This design comes from an exercise in tuning for small area on the open sky130 flow, not from production work.
Where RTL was checked, it was by simulation tests only, not by an equivalence proof against the original.
For run 4, only the layout was checked, not whether the RTL still works.
Power is estimated from default activity; no workload was simulated.

===== flow/config.mk =====
export PLATFORM = sky130hd
export DESIGN_NAME = dualcore
export DESIGN_NICKNAME = dualcore
export VERILOG_FILES = /design/flow/design.v
export SDC_FILE = /design/flow/constraint.sdc
export NUM_CORES = 8
export LEC_CHECK = 0
export CAP_MARGIN = 0
export CORE_MARGIN = 2
export CORE_UTILIZATION = 65
export SLEW_MARGIN = 0

===== flow/constraint.sdc =====
create_clock -name core_clock -period 10.0 [get_ports {clk}]
set_input_delay 2.0000 -clock core_clock [delete_from_list [all_inputs] [get_ports {clk}]]
set_output_delay 2.0000 -clock core_clock [all_outputs]
set_load 0.01 [all_outputs]

===== flow/design.v =====
module processor(
    input clk,
    input reset,
    input [24-1:0]  instruction,
    output reg[16-1:0] data,
    output[8-1:0]          pcCounter,
    output [2-1:0] rwToMem,
    output [16-1:0] addrToMem,
    output [16-1:0] dataToMem,
    input wire cacheEn,
    input wire[16-1:0] dataFromMem
);
reg[8-1:0]          counter;
reg[2-1:0] state;
reg[16-1:0]        regFile[4-1:0];
wire[4-1:0] op        = instruction[23:20];
wire[1:0] ri                 = instruction[17:16];
wire[16-1:0] insData = instruction[15:0];
wire [16-1:0] rdata  = regFile[ri];
assign pcCounter = counter;
wire inMem = (state == 2'd2);
assign rwToMem   = inMem ? {1'b0, op[1]} : 2'd2;
assign addrToMem = insData;
assign dataToMem = rdata;
wire setW = (state == 2'd1) && (op == 4'd3);
wire ldW  = (state == 2'd2) && cacheEn && !op[1];
wire [16-1:0] wd = ({16{setW && !reset}} & insData) |
                           ({16{ldW  && !reset}} & dataFromMem);
integer k;
always @(posedge clk)
    for(k = 0; k < 4; k = k + 1)
        if(reset || ((setW || ldW) && ri == k))
            regFile[k] <= wd;
always @(posedge clk) begin
    if(reset) begin
        data       <= 0;
        counter    <= 0;
        state      <= 2'd0;
    end
    else case(state)
        2'd0: state <= 2'd1;
        2'd1: case(op)
            4'd0, 4'd3: begin counter <= counter + 1'b1; state <= 2'd0; end
            4'd4: begin data <= rdata; counter <= counter + 1'b1; state <= 2'd0; end
            4'd1, 4'd2: state <= 2'd2;
            default: state <= 2'd3;
        endcase
        2'd2: if(cacheEn) begin
            counter <= counter + 1'b1;
            state   <= 2'd0;
        end
        default: ;
    endcase
end
endmodule
module cache(
    input clk,
    input reset,
    input[2-1:0] rwFromCPU,
    input[16-1:0]    addrFromCPU,
    input[16-1:0]    dataFromCPU,
    input[16-1:0]    dataFromMem,
    input                 memEn,
    input                 havMsgFromCache,
    input                 allowReadFromCache,
    input                 rmFromCache,
    input                 wmFromCache,
    input[16-1:0] allowReadFromCacheAddr,
    input                 bcTagFromCache,
    input                 tagsEqual,
    input[16-1:0] addrFromCache,
    output reg                    cacheEnToCPU,
    output [16-1:0]    dataToCPU,
    output [2-1:0] rwToMem,
    output [16-1:0]    addrToMem,
    output [16-1:0]    dataToMem,
    output reg havMsgToCache,
    output reg allowReadToCache,
    output [16-1:0] allowReadToCacheAddr,
    output [16-1:0] tag,
    output reg bcTag,
    output reg rmToCache,
    output reg wmToCache
);
reg [4-1:0] state;
reg [16-1:0]  addr;
reg [16-1:0]  allowReadAddrN;
assign allowReadToCacheAddr = ~allowReadAddrN;
assign tag = addr;
reg [16-1:0]  cacheLine;
reg stall;
wire isInvalid = (state == 4'hb) || (state == 4'hc) || (state == 4'hd);
wire idel      = (rwFromCPU == 2'd2);
wire match     = (addrFromCPU == addr);
wire rm        = (rwFromCPU == 2'd0  ) && (isInvalid  || !match);
wire rh        = (rwFromCPU == 2'd0  ) && (!isInvalid && match);
wire wm        = (rwFromCPU == 2'd1  ) && (isInvalid  || !match);
wire wh        = (rwFromCPU == 2'd1  ) && (!isInvalid && match);
wire snoop     = havMsgFromCache && (bcTagFromCache ? tagsEqual : addrFromCache == addr);
wire snoopRm   = snoop && rmFromCache;
wire snoopWm   = snoop && wmFromCache;
wire okOther   = allowReadFromCache || allowReadFromCacheAddr != addrFromCPU;
wire okOwn     = allowReadFromCache || allowReadToCacheAddr   != addrFromCPU;
wire isWB = (state == 4'h2) || (state == 4'h3) ||
            (state == 4'h4)  || (state == 4'h5);
wire isRD = (state == 4'h6) || (state == 4'h7) || (state == 4'h9) ||
            (state == 4'ha) || (state == 4'hc) || (state == 4'hd);
assign rwToMem     = isWB ? 2'd1 : isRD ? 2'd0 : 2'd2;
assign addrToMem   = isWB ? addr : addrFromCPU;
assign dataToMem   = cacheLine;
assign dataToCPU   = cacheLine;
always @(posedge clk) begin
    if(reset) begin
        cacheEnToCPU         <= 0;
        havMsgToCache        <= 0;
        allowReadToCache     <= 1;
        rmToCache            <= 0;
        wmToCache            <= 0;
        state                <= 4'hb;
        stall                <= 0;
        allowReadAddrN <= {16{1'b1}};
    end
    else begin
        cacheEnToCPU <= 0;
        case(state)
            4'h1: begin
                if(snoopRm) begin
                    havMsgToCache        <= 0;
                    allowReadToCache     <= 0;
                    allowReadAddrN <= ~addr;
                    rmToCache            <= 0;
                    wmToCache            <= 0;
                    stall                <= 0;
                    state                <= 4'h2;
                end
                else if(snoopWm) begin
                    havMsgToCache        <= 0;
                    allowReadToCache     <= 0;
                    allowReadAddrN <= ~addr;
                    stall                <= 0;
                    state                <= 4'h3;
                end
                else if(rh) begin
                    cacheEnToCPU         <= 1;
                    havMsgToCache        <= 0;
                    allowReadToCache     <= 1;
                    allowReadAddrN <= {16{1'b1}};
                    rmToCache            <= 0;
                    wmToCache            <= 0;
                    stall                <= 0;
                end
                else if(wh) begin
                    cacheEnToCPU         <= 1;
                    havMsgToCache        <= 0;
                    allowReadToCache     <= 0;
                    allowReadAddrN <= {16{1'b1}};
                    rmToCache            <= 0;
                    wmToCache            <= 0;
                    stall                <= 0;
                    cacheLine            <= dataFromCPU;
                end
                else if(rm) begin
                    havMsgToCache        <= 1;
                    allowReadToCache     <= 0;
                    allowReadAddrN <= ~addr;
                    bcTag                <= 0;
                    rmToCache            <= 1;
                    wmToCache            <= 0;
                    stall                <= 0;
                    state                <= 4'h5;
                end
                else if(wm) begin
                    havMsgToCache        <= 1;
                    allowReadToCache     <= 0;
                    allowReadAddrN <= ~addr;
                    bcTag                <= 0;
                    rmToCache            <= 0;
                    wmToCache            <= 1;
                    stall                <= 0;
                    state                <= 4'h4;
                end
            end
            4'h2: begin
                if(memEn) begin
                    allowReadToCache <= 1;
                    state            <= 4'h8;
                end
                else
                    allowReadToCache <= 0;
            end
            4'h3: begin
                if(memEn) begin
                    state            <= 4'hb;
                    allowReadToCache <= 1;
                    stall            <= !idel;
                end
            end
            4'h4: begin
                if(memEn && okOther) begin
                    allowReadToCache     <= 0;
                    allowReadAddrN <= ~addrFromCPU;
                    state                <= 4'h6;
                end
            end
            4'h5: begin
                if(memEn)
                    state <= 4'h7;
            end
            4'h6: begin
                if(memEn) begin
                    addr          <= addrFromCPU;
                    cacheLine     <= dataFromCPU;
                    cacheEnToCPU  <= 1;
                    havMsgToCache <= 0;
                    wmToCache     <= 0;
                    bcTag         <= 1;
                    state         <= 4'h1;
                end
            end
            4'h7: begin
                if(memEn) begin
                    cacheLine        <= dataFromMem;
                    addr             <= addrFromCPU;
                    cacheEnToCPU     <= 1;
                    allowReadToCache <= 1;
                    havMsgToCache    <= 0;
                    rmToCache        <= 0;
                    bcTag            <= 1;
                    state            <= 4'h8;
                end
            end
            4'h8: begin
                if(snoopRm) begin
                end
                else if(snoopWm) begin
                    state <= 4'hb;
                end
                else if(rh) begin
                    cacheEnToCPU <= 1;
                end
                else if(wh) begin
                    cacheLine    <= dataFromCPU;
                    cacheEnToCPU <= 1;
                    state        <= 4'h1;
                end
                else if(rm) begin
                    havMsgToCache <= 1;
                    rmToCache     <= 1;
                    bcTag         <= 0;
                    if(okOther)
                        state <= 4'h9;
                end
                else if(wm) begin
                    havMsgToCache <= 1;
                    wmToCache     <= 1;
                    bcTag         <= 0;
                    if(okOwn) begin
                        state                <= 4'ha;
                        allowReadToCache     <= 0;
                        allowReadAddrN <= ~addrFromCPU;
                    end
                end
                else begin
                    havMsgToCache <= 0;
                    wmToCache     <= 0;
                    rmToCache     <= 0;
                end
            end
            4'h9: begin
                if(memEn) begin
                    cacheLine     <= dataFromMem;
                    addr          <= addrFromCPU;
                    cacheEnToCPU  <= 1;
                    havMsgToCache <= 0;
                    rmToCache     <= 0;
                    bcTag         <= 1;
                    state         <= 4'h8;
                end
            end
            4'ha: begin
                if(memEn) begin
                    addr          <= addrFromCPU;
                    cacheLine     <= dataFromCPU;
                    cacheEnToCPU  <= 1;
                    havMsgToCache <= 0;
                    rmToCache     <= 0;
                    bcTag         <= 1;
                    state         <= 4'h1;
                end
            end
            4'hb: begin
                if(rm) begin
                    havMsgToCache <= 1;
                    rmToCache     <= 1;
                    bcTag         <= 0;
                    if(okOwn) begin
                        if(!stall)
                            state <= 4'hc;
                        else
                            stall <= 0;
                    end
                end
                else if(wm) begin
                    havMsgToCache <= 1;
                    wmToCache     <= 1;
                    bcTag         <= 0;
                    if(okOther) begin
                        if(!stall) begin
                            state                <= 4'hd;
                            allowReadToCache     <= 0;
                            allowReadAddrN <= ~addrFromCPU;
                        end
                        else
                            stall <= 0;
                    end
                end
                else
                    havMsgToCache <= 0;
            end
            4'hc: begin
                if(memEn) begin
                    cacheLine    <= dataFromMem;
                    addr         <= addrFromCPU;
                    cacheEnToCPU <= 1;
                    rmToCache    <= 0;
                    bcTag        <= 1;
                    state        <= 4'h8;
                end
            end
            4'hd: begin
                if(memEn) begin
                    addr          <= addrFromCPU;
                    cacheLine     <= dataFromCPU;
                    cacheEnToCPU  <= 1;
                    havMsgToCache <= 0;
                    wmToCache     <= 0;
                    bcTag         <= 1;
                    state         <= 4'h1;
                end
            end
            default: ;
        endcase
    end
end
endmodule
module memBus(
    input clk,
    input reset,
    input wire[2-1:0] rwFromCacheA,
    input wire[16-1:0]    addrFromCacheA,
    input wire[16-1:0]    dataFromCacheA,
    output reg[16-1:0]    dataToCacheA,
    output memEnA,
    input wire[2-1:0] rwFromCacheB,
    input wire[16-1:0]    addrFromCacheB,
    input wire[16-1:0]    dataFromCacheB,
    output reg[16-1:0]    dataToCacheB,
    output memEnB
);
reg [2:0] phase;     
reg       isWr;
reg       prefer;    
reg       cs;        
reg       memEn;
reg [4:0] maddr;
reg [4:0] ph;
assign memEnA = memEn & ~cs;
assign memEnB = memEn &  cs;
wire reqA  = (rwFromCacheA != 2'd2);
wire reqB  = (rwFromCacheB != 2'd2);
wire idle  = (phase == 0);
wire grant = idle && (reqA || reqB);
wire selB  = prefer ? reqB : !reqA;
wire [2-1:0] rwSel = selB ? rwFromCacheB : rwFromCacheA;
wire [4:0] addrSel = selB ? addrFromCacheB[4:0] : addrFromCacheA[4:0];
always @(posedge clk) begin
    if(reset) begin
        phase  <= 0;
        prefer <= 0;
        memEn  <= 0;
    end
    else case(phase)
        3'd0: begin
            memEn <= 0;
            if(grant) begin
                cs    <= selB;
                isWr  <= rwSel == 2'd1;
                maddr <= addrSel;
                phase <= 1;
            end
        end
        3'd6: begin
            memEn  <= 1;
            prefer <= ~cs;
            phase  <= 7;
        end
        3'd7: phase <= 0;
        default: phase <= phase + 1'b1;
    endcase
end
always @(posedge clk) begin
    if(reset) ph <= 0;
    else      ph <= ph + 1'b1;
end
reg zdone;
always @(posedge clk) begin
    if(reset)          zdone <= 0;
    else if(ph == 5'd7) zdone <= 1;
end
wire zero = reset || !zdone;
wire       curB  = idle ? selB : cs;
wire       curWr = idle ? (rwSel == 2'd1) : isWr;
wire [4:0] pos   = (idle ? addrSel : maddr) + ph;
wire       rdWin = !reset && (grant || (phase != 0 && phase != 7)) && !curWr;
wire       wrWin = !reset && (grant || phase != 0) && curWr;
wire [16-1:0] wdata = zero ? {16{1'b0}} : curB ? dataFromCacheB : dataFromCacheA;
reg [16-1:0] ring [0:31];
reg [16-1:0] rdata;
reg hit;
always @* begin
    hit = 1'b1;
    case(pos)
        5'd0:  rdata = ring[0];
        5'd7:  rdata = ring[7];
        5'd14: rdata = ring[14];
        5'd21: rdata = ring[21];
        5'd27: rdata = ring[27];
        default: begin hit = 1'b0; rdata = {16{1'bx}}; end
    endcase
end
genvar p;
generate for(p = 0; p < 32; p = p + 1) begin : g_ring
    localparam integer PREV = (p + 31) % 32;
    if(p % 8 == 0) begin : g_tap
        wire ins = zero || (wrWin && (pos == PREV));
        always @(posedge clk)
            ring[p] <= ins ? wdata : ring[PREV];
    end
    else begin : g_pass
        always @(posedge clk)
            ring[p] <= ring[PREV];
    end
end endgenerate
wire [16-1:0] rword = zero ? {16{1'b0}} : rdata;
always @(posedge clk) begin
    if(rdWin && hit) begin
        if(curB) dataToCacheB <= rword;
        else     dataToCacheA <= rword;
    end
end
endmodule
module dualcore(
    input clk,
    input reset,
    input  [24-1:0]  ins_code1_proc1,
    input  [24-1:0]  ins_code2_proc2,
    output [8-1:0]   pc_proc1_code1,
    output [8-1:0]   pc_proc2_code2,
    output [16-1:0] dataOut1,
    output [16-1:0] dataOut2
);
wire[2-1:0] rw_P1_C1,rw_P2_C2;
wire                  en_C1_P1,en_C2_P2;
wire [16-1:0] addr_P1_C1,addr_P2_C2;
wire [16-1:0] data_P1_C1,data_P2_C2;
wire [16-1:0] data_C1_P1,data_C2_P2;
wire[16-1:0]data_M_C1,data_M_C2;
wire en_M_C1,en_M_C2;
wire[2-1:0]rw_C1_M,rw_C2_M;
wire[16-1:0] addr_C1_M,addr_C2_M;
wire[16-1:0] data_C1_M,data_C2_M;
wire msg_C2_C1,msg_C1_C2;
wire allowRead_C2_C1,allowRead_C1_C2;
wire [16-1:0] allowReadAddr_C1_C2,allowReadAddr_C2_C1;
wire[16-1:0] tag_C1,tag_C2;
wire bcTag_C1,bcTag_C2;
wire tagsEqual = (tag_C1 == tag_C2);
wire rm_C2_C1,rm_C1_C2,wm_C2_C1,wm_C1_C2;
processor P1(
    .clk(clk), .reset(reset),
    .instruction(ins_code1_proc1), .data(dataOut1), .pcCounter(pc_proc1_code1),
    .rwToMem(rw_P1_C1), .addrToMem(addr_P1_C1), .dataToMem(data_P1_C1),
    .cacheEn(en_C1_P1), .dataFromMem(data_C1_P1)
);
processor P2(
    .clk(clk), .reset(reset),
    .instruction(ins_code2_proc2), .data(dataOut2), .pcCounter(pc_proc2_code2),
    .rwToMem(rw_P2_C2), .addrToMem(addr_P2_C2), .dataToMem(data_P2_C2),
    .cacheEn(en_C2_P2), .dataFromMem(data_C2_P2)
);
cache C1(
    .clk(clk), .reset(reset),
    .rwFromCPU(rw_P1_C1), .addrFromCPU(addr_P1_C1), .dataFromCPU(data_P1_C1),
    .cacheEnToCPU(en_C1_P1), .dataToCPU(data_C1_P1),
    .dataFromMem(data_M_C1), .memEn(en_M_C1), .rwToMem(rw_C1_M),
    .addrToMem(addr_C1_M), .dataToMem(data_C1_M),
    .havMsgFromCache(msg_C2_C1), .allowReadFromCache(allowRead_C2_C1),
    .allowReadFromCacheAddr(allowReadAddr_C2_C1), .addrFromCache(addr_P2_C2),
    .bcTagFromCache(bcTag_C2), .tagsEqual(tagsEqual),
    .rmFromCache(rm_C2_C1), .wmFromCache(wm_C2_C1),
    .havMsgToCache(msg_C1_C2), .allowReadToCache(allowRead_C1_C2),
    .allowReadToCacheAddr(allowReadAddr_C1_C2), .tag(tag_C1), .bcTag(bcTag_C1),
    .rmToCache(rm_C1_C2), .wmToCache(wm_C1_C2)
);
cache C2(
    .clk(clk), .reset(reset),
    .rwFromCPU(rw_P2_C2), .addrFromCPU(addr_P2_C2), .dataFromCPU(data_P2_C2),
    .cacheEnToCPU(en_C2_P2), .dataToCPU(data_C2_P2),
    .dataFromMem(data_M_C2), .memEn(en_M_C2), .rwToMem(rw_C2_M),
    .addrToMem(addr_C2_M), .dataToMem(data_C2_M),
    .havMsgFromCache(msg_C1_C2), .allowReadFromCache(allowRead_C1_C2),
    .allowReadFromCacheAddr(allowReadAddr_C1_C2), .addrFromCache(addr_P1_C1),
    .bcTagFromCache(bcTag_C1), .tagsEqual(tagsEqual),
    .rmFromCache(rm_C1_C2), .wmFromCache(wm_C1_C2),
    .havMsgToCache(msg_C2_C1), .allowReadToCache(allowRead_C2_C1),
    .allowReadToCacheAddr(allowReadAddr_C2_C1), .tag(tag_C2), .bcTag(bcTag_C2),
    .rmToCache(rm_C2_C1), .wmToCache(wm_C2_C1)
);
memBus mb(
    .clk(clk), .reset(reset),
    .rwFromCacheA(rw_C1_M), .addrFromCacheA(addr_C1_M), .dataFromCacheA(data_C1_M),
    .dataToCacheA(data_M_C1), .memEnA(en_M_C1),
    .rwFromCacheB(rw_C2_M), .addrFromCacheB(addr_C2_M), .dataFromCacheB(data_C2_M),
    .dataToCacheB(data_M_C2), .memEnB(en_M_C2)
);
endmodule

===== flow/flow/run.sh =====
#!/bin/bash
# Own layout flow: the standard ORFS flow (standard.sh), with these
# changes:
#  - synthesis maps logic with an area-oriented ABC script (abc_area.script
#    here, which runs ABC's &deepsyn for five minutes) instead of ORFS's
#    delay-driven one; everything else in synthesis, including flip-flop
#    mapping, is the standard synthesis script (synth_recipe.tcl), which
#    synth.tcl here sources, except that adders are left to ABC instead of
#    being mapped to the platform's adder cells (ADDER_MAP_FILE empty);
#  - the input and output port buffers are the smallest buffer cell;
#  - clock tree synthesis uses clkbuf_8 sink buffers (clkbuf_16 at the root),
#    clusters of up to 18 sinks within 45 um, and no dummy loads.
# Each tool's output is in the ORFS logs under orfs/logs; make's own output
# goes to make.log in this folder.
set -euo pipefail
WORK=$(pwd)
export OWN_ABC_SCRIPT="$WORK/flow/abc_area.script"
export FLOW_SYNTH_TCL="$WORK/synth_recipe.tcl"
sed -e "s#SYNTH_SCRIPT=[^ ]*#SYNTH_SCRIPT=$WORK/flow/synth.tcl#" standard.sh > standard_own.sh
bash standard_own.sh "BUFFER_PORTS_ARGS=-buffer_cell sky130_fd_sc_hd__buf_1" \
  "ADDER_MAP_FILE=" \
  "CTS_ARGS=-sink_clustering_enable -repair_clock_nets -buf_list sky130_fd_sc_hd__clkbuf_8 -root_buf sky130_fd_sc_hd__clkbuf_16 -sink_clustering_size 18 -sink_clustering_max_diameter 45 -dont_use_dummy_load" \
  finish > make.log 2>&1

===== flow/flow/abc_area.script =====
strash
ifraig
scorr
dc2
strash
&get -n
&deepsyn -T 300
&dch -f
&nf -R 1000
&put
topo

===== flow/flow/synth.tcl =====
# The standard synthesis (synth_recipe.tcl), with ABC run on our own
# script: the -script argument that ORFS passes to abc is replaced.
proc abc {args} {
  set i [lsearch -exact $args -script]
  if { $i >= 0 } {
    lset args [expr { $i + 1 }] $::env(OWN_ABC_SCRIPT)
  }
  yosys abc {*}$args
}
source $::env(FLOW_SYNTH_TCL)

===== flow/standard.sh =====
#!/bin/bash
# synth_recipe.tcl (not shown) runs the flow's synth.tcl, then flattens the netlist and writes it again
# the make line also repeats each setting of config.mk as NAME=value (left out here)
make -C /OpenROAD-flow-scripts/flow DESIGN_CONFIG=/design/flow/config.mk WORK_HOME=/design/flow/orfs CLKGATE_MAP_FILE= SYNTH_SCRIPT=/design/flow/synth_recipe.tcl "${@:-finish}"

==> results by group, run 1 <==
Final layout
  – Fill count: 2,695
  – Final core occ: 0.716
  – Layout area overhead: 9.31%
  – Multi-input combinational cell area: 6780 um^2
  – Register area: a little under 20,000 um^2
  – Nets: approximately 2,300
  – Share of post-route cells with drive strength above 1: 0.0545

Route
  – Post-DRT Antenna Nets: 0
  – Drt wl/cell: between 20 and 25 um
  – First-pass DRT Iterations: 8
  – Vias per Instance: roughly 6.5
  – DRC: 0
  – Via Count: around 18,000
  – DR iter-0 viols: ~2,300
  – Final WL: 69.7 mm

Synth
  – Post-synth EDFFs: roughly 230
  – Ys flop type: dfxtp_1
  – Async set or reset register ratio after synthesis: 0
  – Synth Area per Inst: 12.8 um^2
  – Post-Syn Instances: 2,067
  – Post-Syn Area: around 27,000 um^2
  – #FFs+latches synth: 860
  – Warnings from Yosys: 5
  – Distinct cells, synth: 52
  – Part of the Yosys area used for sequential elements: 0.736
  – Syn nets: between 2,000 and 2,500

Timing
  – Setup TNS: 0 ps
  – Final Hold Vio Count: 0
  – FMAX: 139 MHz
  – Pins Over Slew Limit: 0
  – Final setup violation count: 0
  – Slew @ Worst Pin: between 1000 and 1500 ps
  – Post-route clock skew: around 75 ps
  – Final min period: approximately 7000 ps
  – Relative slew slack: 0.173
  – Unrepaired setup endpoints after global routing: no
  – Tcrit/Tclk final: 0.721

CTS
  – CTS resizes: 0
  – Clock sinks: 860
  – # hold bufs at CTS: 0
  – CTS tree: done
  – Clk slew on worst S/H paths: ~110 ps
  – Setup bufs post-CTS: 0
  – Largest buffer count on any clock path: 3
  – H-tree depth: 3
  – Worst skew pair latency: ~590 ps
  – CTS Buf Count: 72
  – Root Buffer: clkbuf_16

Worst setup path
  – Setup CP Type: input port to register
  – Crit path capture type: register
  – Crit path required time: roughly 10,000 ps
  – Worst path slowest cell: or2_0
  – Flop2flop setup slack: about 3300 ps
  – Arrival time at the worst endpoint: roughly 7600 ps
  – R2R Path Start: C1.state[1]$_SDFFE_PP1P_
  – Crit-path cells: buf_1 -> clkinv_1 -> a222oi_1 -> o21ai_0 -> a2111oi_0 -> o2111ai_1 -> a2111oi_0 -> a22oi_1 -> nor2b_1 -> nand2_1 -> nand2_1 -> nor2_1 -> and2_0 -> a21oi_1 -> and4_1 -> a21boi_0 -> or2_0 -> nor2_1 -> a221oi_1
  – Startpoint Class: input port
  – Worst Setup SP: ins_code1_proc1[7]
  – CP Capture Point: C2.allowReadAddrN[8]$_SDFFE_PP1P_
  – CP max stage delay: between 700 and 800 ps
  – Reg2Reg Depth: 27
  – Worst r2r dst: mb.dataToCacheA[4]$_DFFE_PP_
  – CP Max Fanout: 16

Hold path
  – Hold path depth: 0
  – Worst Hold Class: register to register

Floorplanning
  – Die X: ~200 um
  – Starting Density: 0.655
  – Die Height: 206 um
  – Core area: 40,600 um^2
  – Row cnt: 74
  – Die area: between 40,000 and 50,000 um^2
  – IO Count: 98

Pwr
  – Leak: between 10 and 15 nW
  – PwrDens: around 240 nW/um^2
  – Max VDD drop: roughly 0.00018 V

Placed design
  – Routability cong.: approximately 0.96
  – Port bufs: a little over 90
  – HPWL after DPL: between 40 and 50 mm

GRT
  – Total track usage: 0.330
  – Vias in the first global route: between 15,000 and 20,000
  – Initial antenna violation count: 5
  – Largest net degree at the start of global routing: 33
  – First-pass GRT wire length: approximately 100 mm
  – Grt ovf: 0

Job
  – Max-cap violations: 0

Run status
  – Status: finished clean
-- state kept, by name (all words and copies together), names as in the netlist, 2 cells and up --
| register | count |
|---|---|
| C1.addr | 16 |
| C1.allowReadAddrN | 16 |
| C1.cacheLine | 16 |
| C1.state | 4 |
| C2.addr | 16 |
| C2.allowReadAddrN | 16 |
| C2.cacheLine | 16 |
| C2.state | 4 |
| P1.counter | 8 |
| P1.data | 16 |
| P1.regFile | 64 |
| P1.state | 2 |
| P2.counter | 8 |
| P2.data | 16 |
| P2.regFile | 64 |
| P2.state | 2 |
| mb.dataToCacheA | 16 |
| mb.dataToCacheB | 16 |
| mb.maddr | 5 |
| mb.ph | 5 |
| mb.phase | 3 |
| mb.ring | 512 |
-- layer usage --
metal,global-route usage,part of all wire
met1,0.440,0.40
met2,0.515,0.45
met3,0.0769,0.10
met4,0.153,0.044
met5,0,0.00037
-- critical path, delay by kind of cell --
family          cells  cell delay (ps)
simple gates        8             2260
compound gates      9             2530
buf+inv             2              840
-- report_power, final --
part / leakage [nW] / internal [mW] / total (mW) / switching (mW)
Clock: 0.564 / 0.728 / 1.74 / 1.01
Sequential: 7.37 / 3.80 / 4.03 / 0.231
Combinational: 2.61 / 0.409 / 1.17 / 0.761
Total: 10.6 / 4.94 / 6.95 / 2.01
-- placed cells by master (no fill, tap or decap), types with 5 or more instances in the layout --
master / instances
clkbuf_16: 9
o31ai_1: 11
mux2_1: 16
and3_1: 12
a2111oi_0: 11
clkbuf_8: 63
nand2b_1: 11
a22o_1: 62
a22oi_1: 43
nor2b_1: 15
o2111ai_1: 8
and2_0: 14
o21ai_0: 112
nand2_1: 216
buf_4: 44
or2_0: 20
nand3_1: 24
a221oi_1: 54
nor3_1: 32
a222oi_1: 42
edfxtp_1: 233
nand4_1: 8
nor2_1: 159
dfxtp_1: 627
a21oi_1: 64
xor2_1: 17
o221ai_1: 9
o22ai_1: 75
a21oi_2: 5
or3_1: 5
xnor2_1: 18
o21a_1: 6
nor4_1: 11
clkinv_1: 67
a31oi_1: 16
buf_1: 92
-- per-stage QoR --
stage | cells | setup slack [ps] | hold WS (ps) | area [um^2] | total power [mW]
finish | 2809 | 2790 | 292 | 29000 | 6.95
global route | 2808 | 2290 | 295 | 29000 | 7.22
CTS | 2808 | 3080 | 290 | 29000 | 6.94
detailed placement | 2736 | 2530 | 312 | 27900 | 5.23
global placement | 2736 | 2750 | 310 | 27900 | 5.21
floorplan | 2067 | 4140 | 310 | 26500 | 4.81
-- cell usage after synthesis, types with 6 or more instances --
| library cell | instances | area share |
|---|---|---|
| nor2_1 | 159 | 0.022 |
| a22oi_1 | 43 | 0.012 |
| xnor2_1 | 18 | 0.0059 |
| a221oi_1 | 54 | 0.018 |
| edfxtp_1 | 233 | 0.26 |
| o21a_1 | 6 | 0.0017 |
| nand2_1 | 216 | 0.031 |
| or2_0 | 20 | 0.0047 |
| and3_1 | 12 | 0.0028 |
| a31oi_1 | 16 | 0.0038 |
| nor3_1 | 33 | 0.0062 |
| o221ai_1 | 9 | 0.0030 |
| a22o_1 | 62 | 0.020 |
| nor2b_1 | 15 | 0.0035 |
| a2111oi_0 | 11 | 0.0036 |
| and2_0 | 14 | 0.0033 |
| o21ai_0 | 112 | 0.021 |
| a222oi_1 | 42 | 0.016 |
| nand3_1 | 24 | 0.0045 |
| dfxtp_1 | 627 | 0.47 |
| a21oi_1 | 69 | 0.013 |
| xor2_1 | 17 | 0.0056 |
| o2111ai_1 | 8 | 0.0026 |
| mux2_1 | 16 | 0.0068 |
| nand2b_1 | 11 | 0.0026 |
| clkinv_1 | 67 | 0.0095 |
| o31ai_1 | 11 | 0.0031 |
| nor4_1 | 12 | 0.0028 |
| nand4_1 | 8 | 0.0019 |
| o22ai_1 | 75 | 0.018 |
-- cell families (layout without fill, tap and decap cells) --
kind of cell	after synthesis	in the layout	synth area share
simple gates	542	542	0.0906
flops	860	860	0.736
xor+xnor	35	35	0.0115
compound gates	546	546	0.145
buf+inv	67	276	0.00947
mux	17	17	0.00716
other cells	0	1	0
-- final cells by class --
type,count,share of cell area
diodes,1,0.0000862
multi-input cells,1140,0.234
well taps,532,0.0229
clock buffers,72,0.0376
inverters,67,0.00867
repair buffers,137,0.0235
flip-flops and latches,860,0.674
-- worst min-delay path by stage --
stage	startpoint	end	slack, ps
floorplan	mb.ring[9][0]$_DFF_P_	mb.ring[10][0]$_DFF_P_	310
global placement	mb.ring[26][8]$_DFF_P_	mb.ring[27][8]$_DFF_P_	310
detailed placement	mb.ring[26][2]$_DFF_P_	mb.ring[27][2]$_DFF_P_	310
CTS	mb.ring[28][7]$_DFF_P_	mb.ring[29][7]$_DFF_P_	290
global route	mb.ring[28][7]$_DFF_P_	mb.ring[29][7]$_DFF_P_	300
finish	mb.ring[3][10]$_DFF_P_	mb.ring[4][10]$_DFF_P_	290
==> run 2, diff against run 1 <==
--- a/flow/flow/run.sh
+++ b/flow/flow/run.sh
@@ -19,5 +19,5 @@
 sed -e "s#SYNTH_SCRIPT=[^ ]*#SYNTH_SCRIPT=$WORK/flow/synth.tcl#" standard.sh > standard_own.sh
 bash standard_own.sh "BUFFER_PORTS_ARGS=-buffer_cell sky130_fd_sc_hd__buf_1" \
   "ADDER_MAP_FILE=" \
-  "CTS_ARGS=-sink_clustering_enable -repair_clock_nets -buf_list sky130_fd_sc_hd__clkbuf_8 -root_buf sky130_fd_sc_hd__clkbuf_16 -sink_clustering_size 18 -sink_clustering_max_diameter 45 -dont_use_dummy_load" \
+  "CTS_ARGS=-sink_clustering_enable -repair_clock_nets -buf_list sky130_fd_sc_hd__clkbuf_8 -root_buf sky130_fd_sc_hd__clkbuf_16 -tree_buf sky130_fd_sc_hd__clkbuf_8 -sink_clustering_size 18 -sink_clustering_max_diameter 45 -dont_use_dummy_load" \
   finish > make.log 2>&1
==> run 2 against run 1 <==
Combinational power barely moved. Worst setup slack unchanged. Non-clock buffer count stayed put. Clock power is essentially flat. Critical endpoint unchanged. Largest power group unchanged. Register-to-register slack about the same. Worst hold slack did not move. Synthesized cell count stayed put. Critical path type unchanged. Synthesized area unchanged. Still clean on timing, DRC and antenna. Final cell count is the same. Sequential share of layout area is the same.
==> results by group, run 2 <==
CTS
  – Worst skew pair latency: around 600 ps
  – CTS tree: done
  – CTS resizes: 0
  – Root Buffer: clkbuf_16
  – Setup bufs post-CTS: 0
  – Clock sinks: 860
  – H-tree depth: 3
  – Clk slew on worst S/H paths: 110 ps
  – Largest buffer count on any clock path: 3
  – CTS Buf Count: 72
  – # hold bufs at CTS: 0

Synth
  – Ys flop type: dfxtp_1
  – Async set or reset register ratio after synthesis: 0
  – Warnings from Yosys: 5
  – Synth area leaders: dfxtp_1 47%, edfxtp_1 26%, nand2_1 3.1%
  – Part of the Yosys area used for sequential elements: 0.736
  – Post-synth EDFFs: ~230
  – Distinct cells, synth: between 50 and 60
  – Synth top area share: 0.473
  – Synth Area per Inst: between 10 and 15 um^2
  – Top cells by count, synth: 627 x dfxtp_1, 233 x edfxtp_1, 216 x nand2_1
  – Most numerous cell in the Yosys netlist: dfxtp_1
  – Post-Syn Instances: approximately 2,100
  – Post-Syn Area: 26,500 um^2
  – #FFs+latches synth: 860
  – Syn nets: roughly 2,100
  – Synth area leader: dfxtp_1

Floorplanning
  – Core area: between 40,000 and 50,000 um^2
  – Die Height: 206 um
  – Die X: between 200 and 250 um
  – Die area: around 42,000 um^2
  – Row cnt: 74
  – IO Count: 98
  – Starting Density: 0.655

Final layout
  – Nets: roughly 2,300
  – Biggest register: mb.ring
  – Share of post-route cells with drive strength above 1: 0.0545
  – Commonest non-fill, non-tap cell in the layout: dfxtp_1
  – Max reg flops: a little over 500
  – Layout area overhead: 9.31%
  – Most frequent cells in the layout: 627 x dfxtp_1, 233 x edfxtp_1, 216 x nand2_1
  – Largest registers: mb.ring x512, P1.regFile x64, P2.regFile x64

Pwr
  – Max VDD drop: between 0.00015 and 0.0002 V
  – Power, Total: 6.95 mW
  – Leak: 10.6 nW
  – PwrDens: about 240 nW/um^2

Worst setup path
  – Startpoint Class: input port
  – Crit path capture type: register
  – Setup CP Type: input port to register
  – CP Max Fanout: 16
  – Arrival time at the worst endpoint: approximately 7600 ps
  – Crit path required time: approximately 10,000 ps

Route
  – Drt wl/cell: around 25 um
  – Post-DRT Antenna Nets: 0
  – DR iter-0 viols: around 2,300
  – Via Count: between 15,000 and 20,000
  – Final WL: between 60 and 70 mm
  – Vias per Instance: about 6.5
  – First-pass DRT Iterations: 8
  – DRC: 0

Timing
  – Final Hold Vio Count: 0
  – Fin Hold WS: approximately 300 ps
  – Post-route clock skew: about 75 ps
  – Unrepaired setup endpoints after global routing: no
  – Tcrit/Tclk final: 0.721
  – Final setup violation count: 0
  – Final min period: 7210 ps
  – Relative slew slack: 0.173
  – Slew @ Worst Pin: 1230 ps
  – Setup TNS: 0 ps
  – FMAX: 139 MHz
  – Pins Over Slew Limit: 0
  – Final setup margin: roughly 2800 ps

Placed design
  – Setup WS pre-CTS: 2530 ps
  – HPWL after DPL: about 47 mm
  – Routability cong.: 0.959
  – Port bufs: 93

GRT
  – First-pass GRT wire length: a little over 100 mm
  – Initial antenna violation count: 5
  – GRT busiest layer: met2
  – GRT met2 Usage: 0.515
  – Total track usage: 0.330
  – Met1 Use GR: 0.440
  – Grt ovf: 0
  – Largest net degree at the start of global routing: 33
  – Met3 usage: 0.0769
  – Vias in the first global route: 17,300

Hold path
  – Worst Hold Class: register to register

Job
  – Max-cap violations: 0

Run status
  – Status: finished clean
==> run 2: cell counts after synthesis <==
No cell type changed its count.
==> run 2: critical path: stages <==
cell and delay (ps):
buf_1 510, clkinv_1 330, a222oi_1 370, o21ai_0 150, a2111oi_0 370, o2111ai_1 190
a2111oi_0 540, a22oi_1 180, nor2b_1 470, nand2_1 270, nand2_1 150, nor2_1 60
and2_0 200, a21oi_1 190, and4_1 220, a21boi_0 280, or2_0 790, nor2_1 100
a221oi_1 260
==> run 2: logic make-up (layout without fill, tap and decap cells) <==
logic type	Yosys count	in the layout	synth area share
other cells	0	1	0
xor+xnor	35	35	0.0115
mux	17	17	0.00716
compound gates	546	546	0.145
buf+inv	67	276	0.00947
flops	860	860	0.736
simple gates	542	542	0.0906
==> run 2: layer usage <==
metal	vias to the layer above	share of wire
li1	8103	-
met1	8815	0.40
met2	999	0.45
met3	222	0.10
met4	4	0.044
met5	-	0.00037
==> run 2: worst paths after layout <==
check / startpoint / endpoint / slack (ps) / depth (start not counted)
hold / removal: mb.ring[3][10]$_DFF_P_ / mb.ring[4][10]$_DFF_P_ / 290 / 0
hold reg to reg: mb.ring[3][10]$_DFF_P_ / mb.ring[4][10]$_DFF_P_ / 290 / 0
setup / recovery: ins_code1_proc1[7] / C2.allowReadAddrN[8]$_SDFFE_PP1P_ / 2790 / 19
setup reg to reg: C1.state[1]$_SDFFE_PP1P_ / mb.dataToCacheA[4]$_DFFE_PP_ / 3310 / 27
==> run 2: report_power, final <==
part           switching [mW]  internal [mW]
combinational           0.761          0.409
sequential              0.231           3.80
clock                    1.01          0.728
total                    2.01           4.94
==> run 2: area by class of cell <==
class | count | area, um^2
flip-flops and latches | 860 | 19500
multi-input cells | 1140 | 6780
inverters | 67 | 251
diodes | 1 | 2.50
repair buffers | 137 | 681
fillers | 2695 | 11500
well taps | 532 | 666
clock buffers | 72 | 1090
==> run 2: per-stage QoR <==
stage	utilization	cells	area, um^2
6_report	0.716	2809	29000
5_1_grt	0.716	2808	29000
4_1_cts	0.716	2808	29000
3_5_place_dp	0.689	2736	27900
3_3_place_gp	0.689	2736	27900
2_1_floorplan	-	2067	26500
==> run 3, diff against run 2 <==
--- a/flow/flow/run.sh
+++ b/flow/flow/run.sh
@@ -19,5 +19,5 @@
 sed -e "s#SYNTH_SCRIPT=[^ ]*#SYNTH_SCRIPT=$WORK/flow/synth.tcl#" standard.sh > standard_own.sh
 bash standard_own.sh "BUFFER_PORTS_ARGS=-buffer_cell sky130_fd_sc_hd__buf_1" \
   "ADDER_MAP_FILE=" \
-  "CTS_ARGS=-sink_clustering_enable -repair_clock_nets -buf_list sky130_fd_sc_hd__clkbuf_8 -root_buf sky130_fd_sc_hd__clkbuf_16 -tree_buf sky130_fd_sc_hd__clkbuf_8 -sink_clustering_size 18 -sink_clustering_max_diameter 45 -dont_use_dummy_load" \
+  "CTS_ARGS=-sink_clustering_enable -repair_clock_nets -buf_list sky130_fd_sc_hd__clkbuf_4 -root_buf sky130_fd_sc_hd__clkbuf_16 -tree_buf sky130_fd_sc_hd__clkbuf_8 -sink_clustering_size 10 -sink_clustering_max_diameter 30 -dont_use_dummy_load" \
   finish > make.log 2>&1
==> run 3 against run 2 <==
Count of clock-buffer cells in the layout is 48 higher. Non-clock buffer count stayed put. Critical path depth stayed put. Worst hold slack better by 11 ps. Power is 0.47% lower. Cell area is 0.13% lower. Global-route usage is 0.055 points higher. Combinational power hardly changed. Flip-flop and latch count stayed put. First-iteration DRC count is 4.7% higher. Utilization is 0.089 points lower. Largest cell class unchanged.
==> results by group, run 3 <==
Route
  – Met2 wire length: between 30 and 40 mm
  – DRC: 0
  – DR top layer: met5
  – Met3 Wirelength: between 7 and 8 mm
  – Post-DRT Antenna Nets: 0
  – Via Count: 18,200
  – Final WL: ~70 mm
  – WL met1: 27.7 mm
  – Vias per Instance: about 6.4
  – First-pass DRT Iterations: 8
  – Drt wl/cell: roughly 24 um
  – DR iter-0 viols: around 2,500

GRT
  – Initial antenna violation count: 5
  – Grt ovf: 0
  – First-pass GRT wire length: 103 mm
  – Largest net degree at the start of global routing: 33
  – Vias in the first global route: about 18,000
  – Total track usage: 0.330

Timing
  – Slew @ Worst Pin: 1260 ps
  – Final setup violation count: 0
  – Tcrit/Tclk final: 0.723
  – Pins Over Slew Limit: 0
  – Unrepaired setup endpoints after global routing: no
  – Setup TNS: 0 ps
  – Post-route clock skew: 64.0 ps
  – Relative slew slack: 0.153
  – Final Hold Vio Count: 0
  – Final min period: a little over 7000 ps
  – FMAX: between 100 and 150 MHz

Synth
  – Synth area leaders: dfxtp_1 47%, edfxtp_1 26%, nand2_1 3.1%
  – Most numerous cell in the Yosys netlist: dfxtp_1
  – Post-Syn Area: around 27,000 um^2
  – Simple-gate area share of the yosys netlist: 0.0906
  – Part of the Yosys area used for sequential elements: 0.736
  – Synth area leader: dfxtp_1
  – Post-synth EDFFs: roughly 230
  – Ys flop type: dfxtp_1
  – Syn nets: between 2,000 and 2,500
  – Main combinational cell family by area after synthesis: compound AO/OA/AOI/OAI gates
  – Synth top area share: 0.473
  – Top cells by count, synth: 627 x dfxtp_1, 233 x edfxtp_1, 216 x nand2_1
  – Warnings from Yosys: 5
  – #FFs+latches synth: 860
  – Post-Synth Adder-Cell Area: 0
  – Synth Area per Inst: approximately 13 um^2
  – Synth Area in Compound Gates: 0.145
  – Post-Syn Instances: ~2,100
  – Distinct cells, synth: 52
  – Async set or reset register ratio after synthesis: 0
  – Mux share of post-synthesis cell area: 0.00716
  – XOR/XNOR share of the synthesized area: 0.0115

CTS
  – Root Buffer: clkbuf_16
  – CTS resizes: 0
  – Clock sinks: 860
  – # hold bufs at CTS: 0
  – Worst skew pair latency: ~600 ps
  – Largest buffer count on any clock path: 3
  – CTS Buf Count: 120
  – H-tree depth: 3
  – Setup bufs post-CTS: 0
  – Clk slew on worst S/H paths: around 100 ps
  – CTS tree: done

Floorplanning
  – Die Height: just over 200 um
  – Die area: about 42,000 um^2
  – Starting Density: 0.655
  – IO Count: 98
  – Die X: ~200 um
  – Row cnt: 74
  – Core area: 40,600 um^2

Placed design
  – Port bufs: 93
  – Routability cong.: about 0.96
  – HPWL after DPL: 46.8 mm

Worst setup path
  – R2R Path Start: C1.state[2]$_SDFFE_PP0P_
  – Worst r2r dst: mb.dataToCacheA[8]$_DFFE_PP_
  – Startpoint Class: input port
  – Arrival time at the worst endpoint: 7700 ps
  – Crit path capture type: register
  – CP Max Fanout: 16
  – Flop2flop setup slack: ~3300 ps
  – Reg2Reg Depth: 26
  – Setup CP Type: input port to register
  – Crit path required time: 10,460 ps

Final layout
  – Layout area overhead: 9.17%
  – Fill count: 2,745
  – Share of post-route cells with drive strength above 1: 0.0740
  – Largest registers: mb.ring x512, P1.regFile x64, P2.regFile x64
  – ANT cells: 0
  – Nets: between 2,000 and 2,500
  – Biggest register: mb.ring
  – Most frequent cells in the layout: 627 x dfxtp_1, 233 x edfxtp_1, 216 x nand2_1
  – Max reg flops: roughly 510
  – Commonest non-fill, non-tap cell in the layout: dfxtp_1

Pwr
  – Power, Total: between 6 and 7 mW
  – PwrDens: about 240 nW/um^2
  – Leak: roughly 11 nW
  – Max VDD drop: 0.000182 V

Hold path
  – Hold path depth: 0
  – Worst Hold End: mb.ring[31][10]$_DFF_P_
  – Worst Hold Class: register to register
  – Worst Min Path Start: mb.ring[30][10]$_DFF_P_

Job
  – Max-cap violations: 0

Run status
  – Status: finished clean
==> run 3: cell count changes in the layout (fill, tap and decap cells not counted), sizes merged <==
cell,change
diode,-1
clkbuf,+48
==> run 3: logic make-up after synthesis <==
family | count (synthesis)
DFF | 860
AOI/OAI and AO/OA | 546
and+or+nand+nor | 542
buffers and inverters | 67
xor gates and xnor gates | 35
muxes | 17
==> run 3: where the power goes <==
group          internal [mW]  switching, mW
Combinational          0.409          0.762
Sequential              3.80          0.233
Clock                  0.676           1.03
==> run 3: stage by stage <==
step	area, um^2	hold slack, ps	std cells	setup WS (ps)	util
floorplan	26500	310	2067	4140	-
global placement	27900	310	2736	2750	0.689
detailed placement	27900	312	2736	2530	0.689
CTS	29000	309	2856	3120	0.715
global route	29000	314	2856	2410	0.715
finish	29000	303	2856	2770	0.715
==> run 3: metal layers <==
metal / GRT usage / vias up
met4: 0.159 / 6
li1: - / 8244
met1: 0.438 / 8720
met3: 0.0833 / 207
met5: 0 / -
met2: 0.511 / 1072
==> run 3: final cells by class <==
type                    count  area, um^2  area share
clock buffers             120        1060      0.0365
inverters                  67         251     0.00868
repair buffers            137         681      0.0235
flip-flops and latches    860       19500       0.674
well taps                 532         666      0.0230
multi-input cells        1140        6780       0.234
==> run 3: worst max-delay path by stage <==
stage	from	end	slack, ps	cells after the start
final	ins_code1_proc1[7]	C2.allowReadAddrN[8]$_SDFFE_PP1P_	2770	19
after global placement	ins_code1_proc1[7]	C2.allowReadAddrN[15]$_SDFFE_PP1P_	2750	19
after global routing	ins_code1_proc1[7]	C2.allowReadAddrN[8]$_SDFFE_PP1P_	2410	19
after CTS	ins_code1_proc1[7]	C2.allowReadAddrN[8]$_SDFFE_PP1P_	3120	19
after floorplan	ins_code1_proc1[7]	C2.allowReadAddrN[0]$_SDFFE_PP1P_	4140	17
after detailed placement	ins_code1_proc1[7]	C2.allowReadAddrN[8]$_SDFFE_PP1P_	2530	19
==> run 3: worst max-delay path, stage by stage <==
cell	delay, ps
buf_1	510
clkinv_1	330
a222oi_1	380
o21ai_0	160
a2111oi_0	380
o2111ai_1	180
a2111oi_0	650
a22oi_1	190
nor2b_1	420
nand2_1	270
nand2_1	150
nor2_1	60
and2_0	200
a21oi_1	190
and4_1	220
a21boi_0	280
or2_0	770
nor2_1	100
a221oi_1	250
==> run 4, diff against run 3 <==
--- a/flow/design.v
+++ b/flow/design.v
@@ -87,7 +87,8 @@
 reg [16-1:0]  allowReadAddrN;
 assign allowReadToCacheAddr = ~allowReadAddrN;
 assign tag = addr;
-reg [16-1:0]  cacheLine;
+reg [16-1:0]  cacheLineN;
+wire [16-1:0] cacheLine = ~cacheLineN;
 reg stall;
 wire isInvalid = (state == 4'hb) || (state == 4'hc) || (state == 4'hd);
 wire idel      = (rwFromCPU == 2'd2);
@@ -157,7 +158,7 @@
                     rmToCache            <= 0;
                     wmToCache            <= 0;
                     stall                <= 0;
-                    cacheLine            <= dataFromCPU;
+                    cacheLineN            <= ~dataFromCPU;
                 end
                 else if(rm) begin
                     havMsgToCache        <= 1;
@@ -209,7 +210,7 @@
             4'h6: begin
                 if(memEn) begin
                     addr          <= addrFromCPU;
-                    cacheLine     <= dataFromCPU;
+                    cacheLineN     <= ~dataFromCPU;
                     cacheEnToCPU  <= 1;
                     havMsgToCache <= 0;
                     wmToCache     <= 0;
@@ -219,7 +220,7 @@
             end
             4'h7: begin
                 if(memEn) begin
-                    cacheLine        <= dataFromMem;
+                    cacheLineN        <= ~dataFromMem;
                     addr             <= addrFromCPU;
                     cacheEnToCPU     <= 1;
                     allowReadToCache <= 1;
@@ -239,7 +240,7 @@
                     cacheEnToCPU <= 1;
                 end
                 else if(wh) begin
-                    cacheLine    <= dataFromCPU;
+                    cacheLineN    <= ~dataFromCPU;
                     cacheEnToCPU <= 1;
                     state        <= 4'h1;
                 end
@@ -268,7 +269,7 @@
             end
             4'h9: begin
                 if(memEn) begin
-                    cacheLine     <= dataFromMem;
+                    cacheLineN     <= ~dataFromMem;
                     addr          <= addrFromCPU;
                     cacheEnToCPU  <= 1;
                     havMsgToCache <= 0;
@@ -280,7 +281,7 @@
             4'ha: begin
                 if(memEn) begin
                     addr          <= addrFromCPU;
-                    cacheLine     <= dataFromCPU;
+                    cacheLineN     <= ~dataFromCPU;
                     cacheEnToCPU  <= 1;
                     havMsgToCache <= 0;
                     rmToCache     <= 0;
@@ -319,7 +320,7 @@
             end
             4'hc: begin
                 if(memEn) begin
-                    cacheLine    <= dataFromMem;
+                    cacheLineN    <= ~dataFromMem;
                     addr         <= addrFromCPU;
                     cacheEnToCPU <= 1;
                     rmToCache    <= 0;
@@ -330,7 +331,7 @@
             4'hd: begin
                 if(memEn) begin
                     addr          <= addrFromCPU;
-                    cacheLine     <= dataFromCPU;
+                    cacheLineN     <= ~dataFromCPU;
                     cacheEnToCPU  <= 1;
                     havMsgToCache <= 0;
                     wmToCache     <= 0;
--- a/flow/flow/run.sh
+++ b/flow/flow/run.sh
@@ -19,5 +19,5 @@
 sed -e "s#SYNTH_SCRIPT=[^ ]*#SYNTH_SCRIPT=$WORK/flow/synth.tcl#" standard.sh > standard_own.sh
 bash standard_own.sh "BUFFER_PORTS_ARGS=-buffer_cell sky130_fd_sc_hd__buf_1" \
   "ADDER_MAP_FILE=" \
-  "CTS_ARGS=-sink_clustering_enable -repair_clock_nets -buf_list sky130_fd_sc_hd__clkbuf_4 -root_buf sky130_fd_sc_hd__clkbuf_16 -tree_buf sky130_fd_sc_hd__clkbuf_8 -sink_clustering_size 10 -sink_clustering_max_diameter 30 -dont_use_dummy_load" \
+  "CTS_ARGS=-sink_clustering_enable -repair_clock_nets -buf_list sky130_fd_sc_hd__clkbuf_8 -root_buf sky130_fd_sc_hd__clkbuf_16 -sink_clustering_size 18 -sink_clustering_max_diameter 45 -dont_use_dummy_load" \
   finish > make.log 2>&1
==> run 4 against run 3 <==
Still clean on timing, DRC and antenna. Non-clock buffer count shrank 4. Worst setup slack got worse by 310 ps. Sequential power fell by 5%. Final cell count decreased by 1.2%. Synthesized cell count rose by 0.87%. Cell area grew 0.22%. Power is 0.55% lower. Worst hold slack got worse by 24 ps. Critical path type is now register to register. Largest cell class unchanged. Largest power group unchanged. Highest routed layer is now met4.
==> results by group, run 4 <==
Run status
  – Status: finished clean

CTS
  – H-tree depth: 3
  – CTS Buf Count: approximately 70
  – Clock sinks: 860
  – Largest buffer count on any clock path: 3
  – CTS tree: done
  – CTS resizes: 0
  – Setup bufs post-CTS: 0
  – Clk slew on worst S/H paths: 100 ps
  – Root Buffer: clkbuf_16
  – Worst skew pair latency: 630 ps
  – # hold bufs at CTS: 0

Synth
  – Post-synth EDFFs: roughly 230
  – Synth area leaders: dfxtp_1 47%, edfxtp_1 26%, nand2_1 3.8%
  – Synth area leader: dfxtp_1
  – Post-Syn Area: roughly 27,000 um^2
  – Top cells by count, synth: 627 x dfxtp_1, 266 x nand2_1, 233 x edfxtp_1
  – Async set or reset register ratio after synthesis: 0
  – Syn nets: roughly 2,100
  – Synth top area share: 0.472
  – Synth Area per Inst: ~13 um^2
  – Post-Syn Instances: approximately 2,100
  – Most numerous cell in the Yosys netlist: dfxtp_1
  – #FFs+latches synth: 860
  – Part of the Yosys area used for sequential elements: 0.735
  – Distinct cells, synth: 55
  – Ys flop type: dfxtp_1
  – Warnings from Yosys: 5

Worst setup path
  – CP Max Fanout: 17
  – CP max stage delay: 910 ps
  – Reg2Reg Depth: 21
  – Startpoint Class: register
  – Delay-heaviest family, CP: simple AND/OR/NAND/NOR gates
  – R2R Path Start: C2.state[2]$_SDFFE_PP0P_
  – Crit path capture type: register
  – Crit-path cells: or2_0 -> nor2_1 -> a311o_1 -> and2_0 -> a21oi_1 -> nor3_1 -> a222oi_1 -> nand3_1 -> o21ai_0 -> nor2b_1 -> maj3_1 -> maj3_1 -> maj3_1 -> xnor2_1 -> nand2b_1 -> nor3_2 -> buf_4 -> nor3_1 -> o21ai_0 -> and3_1 -> and2_0
  – Arrival time at the worst endpoint: 7740 ps
  – Setup CP Type: register to register
  – Crit path required time: 10,200 ps
  – CP Buf/Inv Count: 1
  – Flop2flop setup slack: about 2500 ps
  – Critical Path Most Common Cell: maj3_1
  – Worst r2r dst: mb.dataToCacheB[0]$_DFFE_PP_
  – Worst path slowest cell: and2_0

Route
  – Vias per Instance: ~6.5
  – Post-DRT Antenna Nets: 0
  – DR iter-0 viols: 2,295
  – DRC: 0
  – Final WL: between 70 and 80 mm
  – Via Count: approximately 18,000
  – Drt wl/cell: 26.5 um
  – First-pass DRT Iterations: 8

GRT
  – Vias in the first global route: 18,000
  – Total track usage: 0.353
  – First-pass GRT wire length: ~110 mm
  – Grt ovf: 0
  – Largest net degree at the start of global routing: approximately 40
  – Initial antenna violation count: 0

Final layout
  – Biggest register: mb.ring
  – ANT cells: 0
  – Max reg flops: a little over 500
  – Largest registers: mb.ring x512, P1.regFile x64, P2.regFile x64
  – Commonest non-fill, non-tap cell in the layout: dfxtp_1
  – Share of post-route cells with drive strength above 1: 0.0533
  – Nets: ~2,300
  – Layout area overhead: 9.23%
  – Post-route cell area: 29,000 um^2
  – Most frequent cells in the layout: 627 x dfxtp_1, 266 x nand2_1, 233 x edfxtp_1

Placed design
  – Setup WS pre-CTS: 2610 ps
  – HPWL after DPL: 49.4 mm
  – Port bufs: 93
  – Placed standard-cell area: 28,000 um^2
  – Routability cong.: just under 1

Timing
  – Final setup margin: about 2500 ps
  – Final min period: about 7500 ps
  – Setup TNS: 0 ps
  – Tcrit/Tclk final: 0.754
  – FMAX: ~130 MHz
  – Pins Over Slew Limit: 0
  – Final Hold Vio Count: 0
  – Post-route clock skew: a little under 100 ps
  – Unrepaired setup endpoints after global routing: no
  – Slew @ Worst Pin: 1290 ps
  – Final setup violation count: 0
  – Relative slew slack: 0.136

Floorplanning
  – Die Height: 206 um
  – Starting Density: 0.654
  – Row cnt: 74
  – IO Count: a little under 100
  – Core area: between 40,000 and 50,000 um^2
  – Die area: ~43,000 um^2
  – Die X: a little over 200 um

Hold path
  – Worst Hold End: mb.ring[5][7]$_DFF_P_
  – Worst Min Path Start: mb.ring[4][7]$_DFF_P_
  – Hold path depth: 0
  – Worst Hold Class: register to register

Pwr
  – Power, Total: between 6 and 7 mW
  – Leak: roughly 11 nW
  – Max VDD drop: about 0.00019 V
  – PwrDens: about 240 nW/um^2

Job
  – Max-cap violations: 0
==> run 4: cell count changes after synthesis, sizes merged, moves of 10 or more <==
cell and delta:
a22oi -34, nor2 -31, o21ai +39, nand2 +50, o22a +16, mux2 -15
or2 -12, mux2i +33, clkinv -10
==> run 4: power by group <==
part           leakage, nW  switching [mW]  internal, mW
logic                 2.67           0.851         0.413
clock network        0.557            1.05         0.719
registers             7.36           0.126          3.72
total                 10.6            2.02          4.85
==> run 4: area by class of cell <==
type | instances | area [um^2]
clock buffer | 71 | 1080
fill | 2699 | 11600
inverter | 57 | 214
multi-input combinational | 1168 | 6890
sequential | 860 | 19500
tap | 532 | 666
timing repair buffer | 133 | 651
==> run 4: through the flow <==
stage                      util  hold WS (ps)  instances
after global routing      0.715           274       2821
final                     0.715           279       2821
after CTS                 0.715           279       2821
after floorplan               -           310       2085
after detailed placement  0.688           312       2750
after global placement    0.688           310       2750
==> run 4: worst max-delay path by stage <==
stage	from	endpoint	slack, ps	depth (start not counted)
floorplan	ins_code1_proc1[1]	mb.dataToCacheA[0]$_DFFE_PP_	3490	12
global placement	C2.state[2]$_SDFFE_PP0P_	mb.dataToCacheB[13]$_DFFE_PP_	2870	21
detailed placement	C2.state[2]$_SDFFE_PP0P_	mb.dataToCacheB[10]$_DFFE_PP_	2610	21
CTS	C2.state[2]$_SDFFE_PP0P_	mb.dataToCacheB[0]$_DFFE_PP_	2600	21
global route	C2.state[2]$_SDFFE_PP0P_	mb.dataToCacheB[0]$_DFFE_PP_	2130	21
finish	C2.state[2]$_SDFFE_PP0P_	mb.dataToCacheB[0]$_DFFE_PP_	2460	21
==> run 4: cell families after synthesis <==
logic type,after synthesis,synth area share
compound gates,537,0.138
xor+xnor,36,0.0119
fa+ha+maj,3,0.00113
buf+inv,57,0.00805
flops,860,0.735
mux,35,0.0132
simple gates,557,0.0922
==> run 4: per-layer routing <==
layer	vias to the layer above	track usage	wire length, um
li1	8100	-	-
met1	8813	0.449	27800
met2	1177	0.571	35200
met3	283	0.0721	7230
met4	0	0.194	4390
met5	-	0	0
==> run 5, diff against run 4 <==
--- a/flow/design.v
+++ b/flow/design.v
@@ -87,8 +87,7 @@
 reg [16-1:0]  allowReadAddrN;
 assign allowReadToCacheAddr = ~allowReadAddrN;
 assign tag = addr;
-reg [16-1:0]  cacheLineN;
-wire [16-1:0] cacheLine = ~cacheLineN;
+reg [16-1:0]  cacheLine;
 reg stall;
 wire isInvalid = (state == 4'hb) || (state == 4'hc) || (state == 4'hd);
 wire idel      = (rwFromCPU == 2'd2);
@@ -158,7 +157,7 @@
                     rmToCache            <= 0;
                     wmToCache            <= 0;
                     stall                <= 0;
-                    cacheLineN            <= ~dataFromCPU;
+                    cacheLine            <= dataFromCPU;
                 end
                 else if(rm) begin
                     havMsgToCache        <= 1;
@@ -210,7 +209,7 @@
             4'h6: begin
                 if(memEn) begin
                     addr          <= addrFromCPU;
-                    cacheLineN     <= ~dataFromCPU;
+                    cacheLine     <= dataFromCPU;
                     cacheEnToCPU  <= 1;
                     havMsgToCache <= 0;
                     wmToCache     <= 0;
@@ -220,7 +219,7 @@
             end
             4'h7: begin
                 if(memEn) begin
-                    cacheLineN        <= ~dataFromMem;
+                    cacheLine        <= dataFromMem;
                     addr             <= addrFromCPU;
                     cacheEnToCPU     <= 1;
                     allowReadToCache <= 1;
@@ -240,7 +239,7 @@
                     cacheEnToCPU <= 1;
                 end
                 else if(wh) begin
-                    cacheLineN    <= ~dataFromCPU;
+                    cacheLine    <= dataFromCPU;
                     cacheEnToCPU <= 1;
                     state        <= 4'h1;
                 end
@@ -269,7 +268,7 @@
             end
             4'h9: begin
                 if(memEn) begin
-                    cacheLineN     <= ~dataFromMem;
+                    cacheLine     <= dataFromMem;
                     addr          <= addrFromCPU;
                     cacheEnToCPU  <= 1;
                     havMsgToCache <= 0;
@@ -281,7 +280,7 @@
             4'ha: begin
                 if(memEn) begin
                     addr          <= addrFromCPU;
-                    cacheLineN     <= ~dataFromCPU;
+                    cacheLine     <= dataFromCPU;
                     cacheEnToCPU  <= 1;
                     havMsgToCache <= 0;
                     rmToCache     <= 0;
@@ -320,7 +319,7 @@
             end
             4'hc: begin
                 if(memEn) begin
-                    cacheLineN    <= ~dataFromMem;
+                    cacheLine    <= dataFromMem;
                     addr         <= addrFromCPU;
                     cacheEnToCPU <= 1;
                     rmToCache    <= 0;
@@ -331,7 +330,7 @@
             4'hd: begin
                 if(memEn) begin
                     addr          <= addrFromCPU;
-                    cacheLineN     <= ~dataFromCPU;
+                    cacheLine     <= dataFromCPU;
                     cacheEnToCPU  <= 1;
                     havMsgToCache <= 0;
                     wmToCache     <= 0;
--- a/flow/flow/run.sh
+++ b/flow/flow/run.sh
@@ -7,7 +7,8 @@
 #    mapping, is the standard synthesis script (synth_recipe.tcl), which
 #    synth.tcl here sources, except that adders are left to ABC instead of
 #    being mapped to the platform's adder cells (ADDER_MAP_FILE empty);
-#  - the input and output port buffers are the smallest buffer cell;
+#  - the input and output port buffers are the smallest buffer cell, and the
+#    larger plain buffers are not used;
 #  - clock tree synthesis uses clkbuf_8 sink buffers (clkbuf_16 at the root),
 #    clusters of up to 18 sinks within 45 um, and no dummy loads.
 # Each tool's output is in the ORFS logs under orfs/logs; make's own output
@@ -16,8 +17,14 @@
 WORK=$(pwd)
 export OWN_ABC_SCRIPT="$WORK/flow/abc_area.script"
 export FLOW_SYNTH_TCL="$WORK/synth_recipe.tcl"
+# the platform's don't-use cells, plus the larger plain buffers, so that
+# repair_design buffers high-fanout nets with small buffers
+DONT_USE="$(awk '/^export DONT_USE_CELLS/{on=1} on{print; if ($0 !~ /\\$/) exit}' $FLOW_HOME/platforms/sky130hd/config.mk | tr -s ' \\\n' '\n' | grep '^sky130_' | tr '\n' ' ')"
+DONT_USE="$DONT_USE sky130_fd_sc_hd__buf_4 sky130_fd_sc_hd__buf_6 sky130_fd_sc_hd__buf_8 sky130_fd_sc_hd__buf_12 sky130_fd_sc_hd__buf_16 sky130_fd_sc_hd__bufbuf_8 sky130_fd_sc_hd__bufbuf_16 sky130_fd_sc_hd__clkbuf_4"
+echo "DONT_USE_CELLS=$DONT_USE" > dont_use.txt
 sed -e "s#SYNTH_SCRIPT=[^ ]*#SYNTH_SCRIPT=$WORK/flow/synth.tcl#" standard.sh > standard_own.sh
 bash standard_own.sh "BUFFER_PORTS_ARGS=-buffer_cell sky130_fd_sc_hd__buf_1" \
   "ADDER_MAP_FILE=" \
+  "DONT_USE_CELLS=$DONT_USE" \
   "CTS_ARGS=-sink_clustering_enable -repair_clock_nets -buf_list sky130_fd_sc_hd__clkbuf_8 -root_buf sky130_fd_sc_hd__clkbuf_16 -sink_clustering_size 18 -sink_clustering_max_diameter 45 -dont_use_dummy_load" \
   finish > make.log 2>&1
==> run 5 against run 4 <==
Worst hold slack better by 8.5 ps. Worst setup slack gained 260 ps. Critical path depth increased by 5.
==> results by group, run 5 <==
Route
  – DR iter-0 viols: 2,306
  – Final WL: roughly 75 mm
  – DRC: 0
  – Post-DRT Antenna Nets: 0
  – Via Count: about 18,000
  – Drt wl/cell: between 20 and 30 um
  – First-pass DRT Iterations: 10
  – Vias per Instance: between 6 and 7

Synth
  – Synth top area share: 0.473
  – Top cells by count, synth: 627 x dfxtp_1, 233 x edfxtp_1, 216 x nand2_1
  – Synth Area in Compound Gates: 0.145
  – #FFs+latches synth: 860
  – Distinct cells, synth: 52
  – Simple-gate area share of the yosys netlist: 0.0906
  – Synth Area per Inst: 12.8 um^2
  – Synth area leader: dfxtp_1
  – Mux share of post-synthesis cell area: 0.00716
  – Most numerous cell in the Yosys netlist: dfxtp_1
  – Ys flop type: dfxtp_1
  – Post-Syn Instances: ~2,100
  – Async set or reset register ratio after synthesis: 0
  – Syn nets: about 2,100
  – Post-Syn Area: between 20,000 and 30,000 um^2
  – Main combinational cell family by area after synthesis: compound AO/OA/AOI/OAI gates
  – Post-Synth Adder-Cell Area: 0
  – Part of the Yosys area used for sequential elements: 0.736
  – Warnings from Yosys: 5
  – XOR/XNOR share of the synthesized area: 0.0115
  – Post-synth EDFFs: about 230
  – Synth area leaders: dfxtp_1 47%, edfxtp_1 26%, nand2_1 3.1%

Floorplanning
  – Die area: around 42,000 um^2
  – Core area: about 41,000 um^2
  – IO Count: 98
  – Die Height: 206 um
  – Starting Density: 0.655
  – Row cnt: between 70 and 80
  – Die X: 206 um

Timing
  – Post-route clock skew: ~76 ps
  – Final setup margin: ~2700 ps
  – Final min period: about 7300 ps
  – Relative slew slack: 0.132
  – Final setup violation count: 0
  – Setup TNS: 0 ps
  – FMAX: between 100 and 150 MHz
  – Final Hold Vio Count: 0
  – Tcrit/Tclk final: 0.728
  – Pins Over Slew Limit: 0
  – Unrepaired setup endpoints after global routing: no
  – Slew @ Worst Pin: about 1300 ps

CTS
  – Largest buffer count on any clock path: 3
  – Root Buffer: clkbuf_16
  – CTS Buf Count: 71
  – CTS tree: done
  – Clock sinks: 860
  – Clk slew on worst S/H paths: about 100 ps
  – CTS resizes: 0
  – # hold bufs at CTS: 0
  – Setup bufs post-CTS: 0
  – H-tree depth: 3
  – Worst skew pair latency: between 500 and 600 ps

Worst setup path
  – Crit path required time: between 10,000 and 15,000 ps
  – Reg2Reg Depth: 26
  – CP Buf/Inv Count: 3
  – CP Max Fanout: 18
  – CP max stage delay: between 700 and 800 ps
  – Worst path slowest cell: dfxtp_1
  – Setup CP Type: register to register
  – Arrival time at the worst endpoint: approximately 7700 ps
  – Critical Path Most Common Cell: nand2_1
  – Startpoint Class: register
  – Delay-heaviest family, CP: compound AO/OA/AOI/OAI gates
  – Flop2flop setup slack: 2720 ps
  – Worst r2r dst: mb.dataToCacheB[4]$_DFFE_PP_
  – Worst Setup SP: C1.state[2]$_SDFFE_PP0P_
  – R2R Path Start: C1.state[2]$_SDFFE_PP0P_
  – Crit path capture type: register

GRT
  – Total track usage: 0.356
  – First-pass GRT wire length: roughly 110 mm
  – Vias in the first global route: ~18,000
  – Grt ovf: 0
  – Initial antenna violation count: 4
  – Largest net degree at the start of global routing: 37

Final layout
  – Most frequent cells in the layout: 627 x dfxtp_1, 233 x edfxtp_1, 216 x nand2_1
  – Final non-filler cell total: about 2,800
  – Largest registers: mb.ring x512, P1.regFile x64, P2.regFile x64
  – Post-route cell area: a little under 30,000 um^2
  – Max reg flops: 512
  – Layout area overhead: 8.64%
  – Commonest non-fill, non-tap cell in the layout: dfxtp_1
  – Final core occ: 0.711
  – Biggest register: mb.ring
  – Share of post-route cells with drive strength above 1: 0.0356
  – Nets: roughly 2,300

Hold path
  – Hold path depth: 0
  – Worst Hold Class: register to register
  – Worst Hold End: mb.ring[30][7]$_DFF_P_
  – Worst Min Path Start: mb.ring[29][7]$_DFF_P_

Placed design
  – Port bufs: slightly above 90
  – Placed insts: approximately 2,700
  – Routability cong.: 0.987
  – Setup WS pre-CTS: between 2000 and 3000 ps
  – HPWL after DPL: about 50 mm
  – Placed standard-cell area: around 28,000 um^2

Pwr
  – Leak: 10.4 nW
  – Max VDD drop: ~0.00019 V
  – PwrDens: 242 nW/um^2

Job
  – Max-cap violations: 0

Run status
  – Status: finished clean
## run 5: changes by cell type after synthesis, moves of 16 or more
cell | before | now
mux2i_1 | 34 | 1
o21ai_0 | 151 | 112
o22a_1 | 17 | 1
nor2_1 | 128 | 159
a22oi_1 | 9 | 43
nand2_1 | 266 | 216
## run 5: power by group
group	internal, mW	leakage (nW)	switching (mW)	total [mW]
Sequential	3.80	7.37	0.248	4.05
Combinational	0.398	2.45	0.778	1.18
Clock	0.719	0.557	1.04	1.75
Total	4.92	10.4	2.06	6.98
## run 5: how the worst max path moves through the flow
stage / endpoint / slack [ps] / depth (start not counted)
6_report: mb.dataToCacheB[4]$_DFFE_PP_ / 2720 / 26
5_1_grt: mb.dataToCacheA[7]$_DFFE_PP_ / 2290 / 26
4_1_cts: mb.dataToCacheA[7]$_DFFE_PP_ / 3000 / 26
3_5_place_dp: C2.allowReadAddrN[8]$_SDFFE_PP1P_ / 2760 / 19
3_3_place_gp: C2.allowReadAddrN[0]$_SDFFE_PP1P_ / 2820 / 19
2_1_floorplan: C2.allowReadAddrN[0]$_SDFFE_PP1P_ / 4140 / 17
## run 5: cells by family (layout without fill, tap and decap cells)
| logic type | count (synthesis) | in the layout |
|---|---|---|
| AO/OA/AOI/OAI | 546 | 546 |
| flip-flops | 860 | 860 |
| buffers and inverters | 67 | 274 |
| multiplexers | 17 | 17 |
| XOR/XNOR | 35 | 35 |
| AND/OR/NAND/NOR | 542 | 542 |
| other | 0 | 2 |
## run 5: final cells by class
class                      count  area, um^2
timing repair buffer         136         514
clock buffer                  71        1080
fill                        2678       11700
inverter                      67         251
antenna                        2        5.00
tap                          532         666
multi-input combinational   1140        6780
sequential                   860       19500
## run 5: routing by layer
metal / GRT usage / wire length [um] / vias to the layer above
met3: 0.0847 / 7710 / 259
met4: 0.198 / 4420 / 6
met2: 0.557 / 34000 / 1156
met1: 0.459 / 28900 / 8892
met5: 0 / 26 / -
li1: - / - / 8089
## run 5: per-stage QoR
stage | hold WS, ps | power (mW)
final | 288 | 6.98
after global routing | 298 | 7.23
after CTS | 291 | 6.95
after detailed placement | 312 | 5.25
after global placement | 310 | 5.23
after floorplan | 310 | 4.81

Re-timed with assumed drivers on the ports (clkbuf_16 on the clock, buf_2 on other inputs), run 5 has 2.717 ns of setup slack against 2.717 ns with ideal ports, and 2.427 ns once port delays also move by the mid clock arrival of 0.615 ns.
